Background: an optimization exercise with open tools, aiming at small area and a short achievable clock period. Do not read the settings as production practice.
No functional check of the RTL was part of any run shown here.
Power and IR drop assume default switching activity.

==> flow/design.v, too long to show whole: its modules and the start of the top module <==
// module fifo_ptr_logic: 63 lines
// module mini_fwft_fifo: 56 lines
// module rfg_axis_protocol: 231 lines
// module main_rfg: 1191 lines
// module rfg_host: 362 lines
module rfg_host (
    input  wire        clk,
    input  wire        resn,
    input  wire [7:0]  s_axis_tdata,
    input  wire        s_axis_tvalid,
    output wire        s_axis_tready,
    input  wire [7:0]  s_axis_tid,
    output wire [7:0]  m_axis_tdata,
    output wire        m_axis_tvalid,
    input  wire        m_axis_tready,
    output wire        m_axis_tlast,
    output wire [7:0]  m_axis_tid,
    output wire [7:0]  m_axis_tdest,
    output wire        debug_got_byte,
    output wire [3:0]  debug_state,
    input  wire [15:0]   hk_xadc_temperature,
    input  wire          hk_xadc_temperature_write,
    input  wire [15:0]   hk_xadc_vccint,
    input  wire          hk_xadc_vccint_write,
    output wire [31:0]   hk_conversion_trigger,
    output wire          hk_conversion_trigger_interrupt,
    input  wire          hk_stat_conversions_counter_enable,
    output wire [7:0]    hk_ctrl,
    output wire [2:0]    hk_ctrl_select_adc,
    output wire [7:0]    hk_adcdac_mosi_fifo_m_axis_tdata,
    output wire          hk_adcdac_mosi_fifo_m_axis_tvalid,
    input  wire          hk_adcdac_mosi_fifo_m_axis_tready,
    output wire          hk_adcdac_mosi_fifo_m_axis_tlast,
    input  wire [7:0]    hk_adc_miso_fifo_s_axis_tdata,
    input  wire          hk_adc_miso_fifo_s_axis_tvalid,
    output wire          hk_adc_miso_fifo_s_axis_tready,
    input  wire [31:0]   hk_adc_miso_fifo_read_size,
    input  wire          hk_adc_miso_fifo_read_size_write,
  // ...
==> flow/run.sh <==
#!/bin/bash
# synth_recipe.tcl (not shown) runs the flow's synth.tcl, then flattens the netlist and writes it again
# the make line also repeats each setting of config.mk as NAME=value (left out here)
make -C /OpenROAD-flow-scripts/flow DESIGN_CONFIG=/design/flow/config.mk WORK_HOME=/design/flow/orfs CLKGATE_MAP_FILE= SYNTH_SCRIPT=/design/flow/synth_recipe.tcl finish
==> flow/config.mk <==
export PLATFORM = sky130hd
export DESIGN_NAME = rfg_host
export DESIGN_NICKNAME = rfg_host
export VERILOG_FILES = /design/flow/design.v
export SDC_FILE = /design/flow/constraint.sdc
export NUM_CORES = 4
export LEC_CHECK = 0
export CAP_MARGIN = 20
export CORE_AREA = 10 10 510 510
export DIE_AREA = 0 0 520 520
export SLEW_MARGIN = 20
==> flow/constraint.sdc <==
create_clock -name core_clock -period 6.0 [get_ports {clk}]
set_input_delay 1.2000 -clock core_clock [delete_from_list [all_inputs] [get_ports {clk}]]
set_output_delay 1.2000 -clock core_clock [all_outputs]
set_load 0.01 [all_outputs]
==> results.ini, run 1 <==
[run_status]
run_status = no timing/DRC/antenna violations

[clock_network]
insertion_delay_ns = 0.84
cts_sinks = 1136
cts_tree = done
cts_made_buffers = 136
holdBufCountCts = 0
post_cts_buffers = 0

[finish]
seq_cells = 1136
inv_count = 72
layout_commonest_cell = dfxtp_1
layout_common_cells = 941 x dfxtp_1, 914 x nor2_1, 902 x clkdlybuf4s50_1, 547 x nand2_1, 465 x mux2i_1
multi_input_area_share_pct = 40.6
final_core_util_pct = 31.5

[floorplanning]
fp.dieArea_um2 = 270000
core-area_um2 = 249000
ios = 945

[power]
clock_power_share_pct = 46.1
ir_drop_v = 0.000248
intPower_w = 0.0143
comb_cell_power_w = 0.00222
powerDensity_nw_per_um2 = 255

[setup_path]
regToRegEndpoint = main_rfg_I.rfg_read_value[2]
start_kind = flip-flop
criticalPathCategory = reg2out
slowest_stage = dfxtp_1
path_cells = and3_1 -> nand4_1 -> inv_1 -> clkdlybuf4s50_1

[logic_synthesis]
synth_xor_area_share_pct = 3.35
ys.flop_type = dfxtp_1
synth_edf_count = 194
yosysMostFrequentCell = dfxtp_1

[routing]
drt_iter0_drc = 11200

[grt]
grt_use_total_pct = 34.2
use_met3_pct = 10.5
grt_overflow = 0

[sta]
holdWs_ns = 0.421

[placement]
dp_cells = 10900

==> run 2, diff against run 1 <==
--- a/flow/config.mk
+++ b/flow/config.mk
@@ -6,6 +6,7 @@
 export NUM_CORES = 4
 export LEC_CHECK = 0
 export CAP_MARGIN = 20
-export CORE_AREA = 10 10 510 510
-export DIE_AREA = 0 0 520 520
+export CORE_AREA = 10 10 330 330
+export DIE_AREA = 0 0 340 340
+export SETUP_SLACK_MARGIN = 3.0
 export SLEW_MARGIN = 20
==> run 2 against run 1 <==
  * The run now fails in global routing
  * Synthesized cell count is the same
  * Synthesized area is the same
==> results.ini, run 2 <==
[floorplanning]
die_y_um = 340  ; was 520 um
ios = 945  ; unchanged
initial_core_util_pct = 58.1  ; was 23.8%
fp.dieW_um = 340  ; was 520 um
rows = 117  ; was 183

[grt]
grt_use_total_pct = 72.7
grt_max_degree = 198
grt_overflow = 6

[clock_network]
holdBufCountCts = 0  ; unchanged
htreeDepth = 3  ; was 4
root_buffer = clkbuf_16  ; unchanged
cts_sinks = 1136  ; unchanged
clock_path_buffers = 3  ; unchanged
cts_made_buffers = 112  ; was 136

[run_status]
run_status = stopped before the end  ; was no timing/DRC/antenna violations
stop_stage = global routing
tool.error = [ERROR GRT-0232] Routing congestion too high. Check the congestion heatmap in the GUI.

[logic_synthesis]
ys_async_sr_fraction_pct = 0  ; unchanged
yosysMostFrequentCell = dfxtp_1  ; unchanged
ys_ff_latch = 1136  ; unchanged
yosysWarnings = 4  ; unchanged
synth_top_area_cell = dfxtp_1  ; unchanged
synth_edf_count = 194  ; unchanged
synth_cell_types = 98  ; unchanged
ys_seq_area_share_pct = 41.8  ; unchanged
syn_area_um2 = 59100  ; unchanged
ys.flop_type = dfxtp_1  ; unchanged
synth_common_cells = 942 x dfxtp_1, 922 x nor2_1, 549 x nand2_1  ; unchanged
synth_top_area_share_pct = 31.9  ; unchanged
netlist_instances = 6920  ; unchanged
syn_area_per_cell_um2 = 8.54  ; unchanged
synth_area_leaders = dfxtp_1 32%, edfxtp_1 9.9%, mux2i_1 7.9%  ; unchanged

[placement]
dp_hpwl_um = 284000  ; was 384,000 um
portBuffers = 915  ; unchanged
routabilityCongestion = 1.36  ; was 1.12

==> run 2: cell counts after synthesis <==
Identical to the previous run, type by type.
==> run 2: per-layer routing <==
metal	global-route usage (%)	overflow
met1	70.4	1
met2	88.1	1
met3	61.3	2
met4	70.6	2
met5	40.6	0
==> run 2: how the worst max path moves through the flow <==
stage,start,to,slack [ns],cells after the start
after floorplan,resn,rfg_protocol.m_axis_tdest[0],3.02,4
after global placement,rfg_protocol.rfg_address[6],layer_0_loopback_mosi_s_axis_tready,1.49,6
after CTS,rfg_protocol.rfg_address[5],layer_0_loopback_mosi_s_axis_tready,2.22,8
after detailed placement,rfg_protocol.rfg_address[6],layer_0_loopback_mosi_s_axis_tready,1.41,6
==> run 2: per-stage QoR <==
stage / utilization [%] / cells / worst slack, ns / instance area, um2 / power (W)
after CTS: 75.7 / 9224 / 2.22 / 77000 / 0.0177
after detailed placement: 68.0 / 8808 / 1.41 / 69200 / 0.0105
after global placement: 68.0 / 8808 / 1.49 / 69100 / 0.0104
after floorplan: - / 6941 / 3.02 / 59200 / 0.00935
==> run 2: cells by family after synthesis <==
group                      share of synthesized area (%)
xor gates and xnor gates                            3.35
buffers and inverters                               5.16
AOI/OAI and AO/OA                                   19.0
and+or+nand+nor                                     21.4
adders and majority gates                          0.593
DFF                                                 41.8
muxes                                               8.64
other                                            0.00635
==> run 2: power by group through the flow <==
stage,logic (W),clock network (W),registers [W]
4_1_cts,0.00220,0.00714,0.00835
3_5_place_dp,0.00192,0,0.00858
3_3_place_gp,0.00185,0,0.00857
2_1_floorplan,0.00102,0,0.00833
==> run 2: timing repair <==
action | CTS
setup buffers | 195
endpoints found under the hold margin | 0
endpoints found under the setup margin | 804
pin swaps | 85
gates cloned | 10
resized for setup | 890

[what the ideal ports hide]
How much do the figures lean on ideal ports? The routed layout below was timed once more, with nothing changed but the port constraints.
Step 1 (the two cells are an assumption about what drives the block):
set clk [get_ports {clk}]
set_driving_cell -lib_cell sky130_fd_sc_hd__clkbuf_16 $clk
set_driving_cell -lib_cell sky130_fd_sc_hd__buf_2 [delete_from_list [all_inputs] $clk]
Step 2 times the ports against the registers' clock, not the clock port: input delays grow and output delays shrink by t, the midpoint of the rising clock arrivals with the driver on.
Slacks: no drivers / after step 1 / after step 2; pairs: no drivers / after step 1.
run: run 1
shift t [ns]: 0.909
setup slack, ns: 0.433 / 0.343 / 0.488
worst register clock-pin slew, ns: 0.07 / 0.07
After both steps setup and hold are still met in run 1. The setup slack of run 1 moves by -0.090 ns with the drivers and by +0.055 ns with both steps.
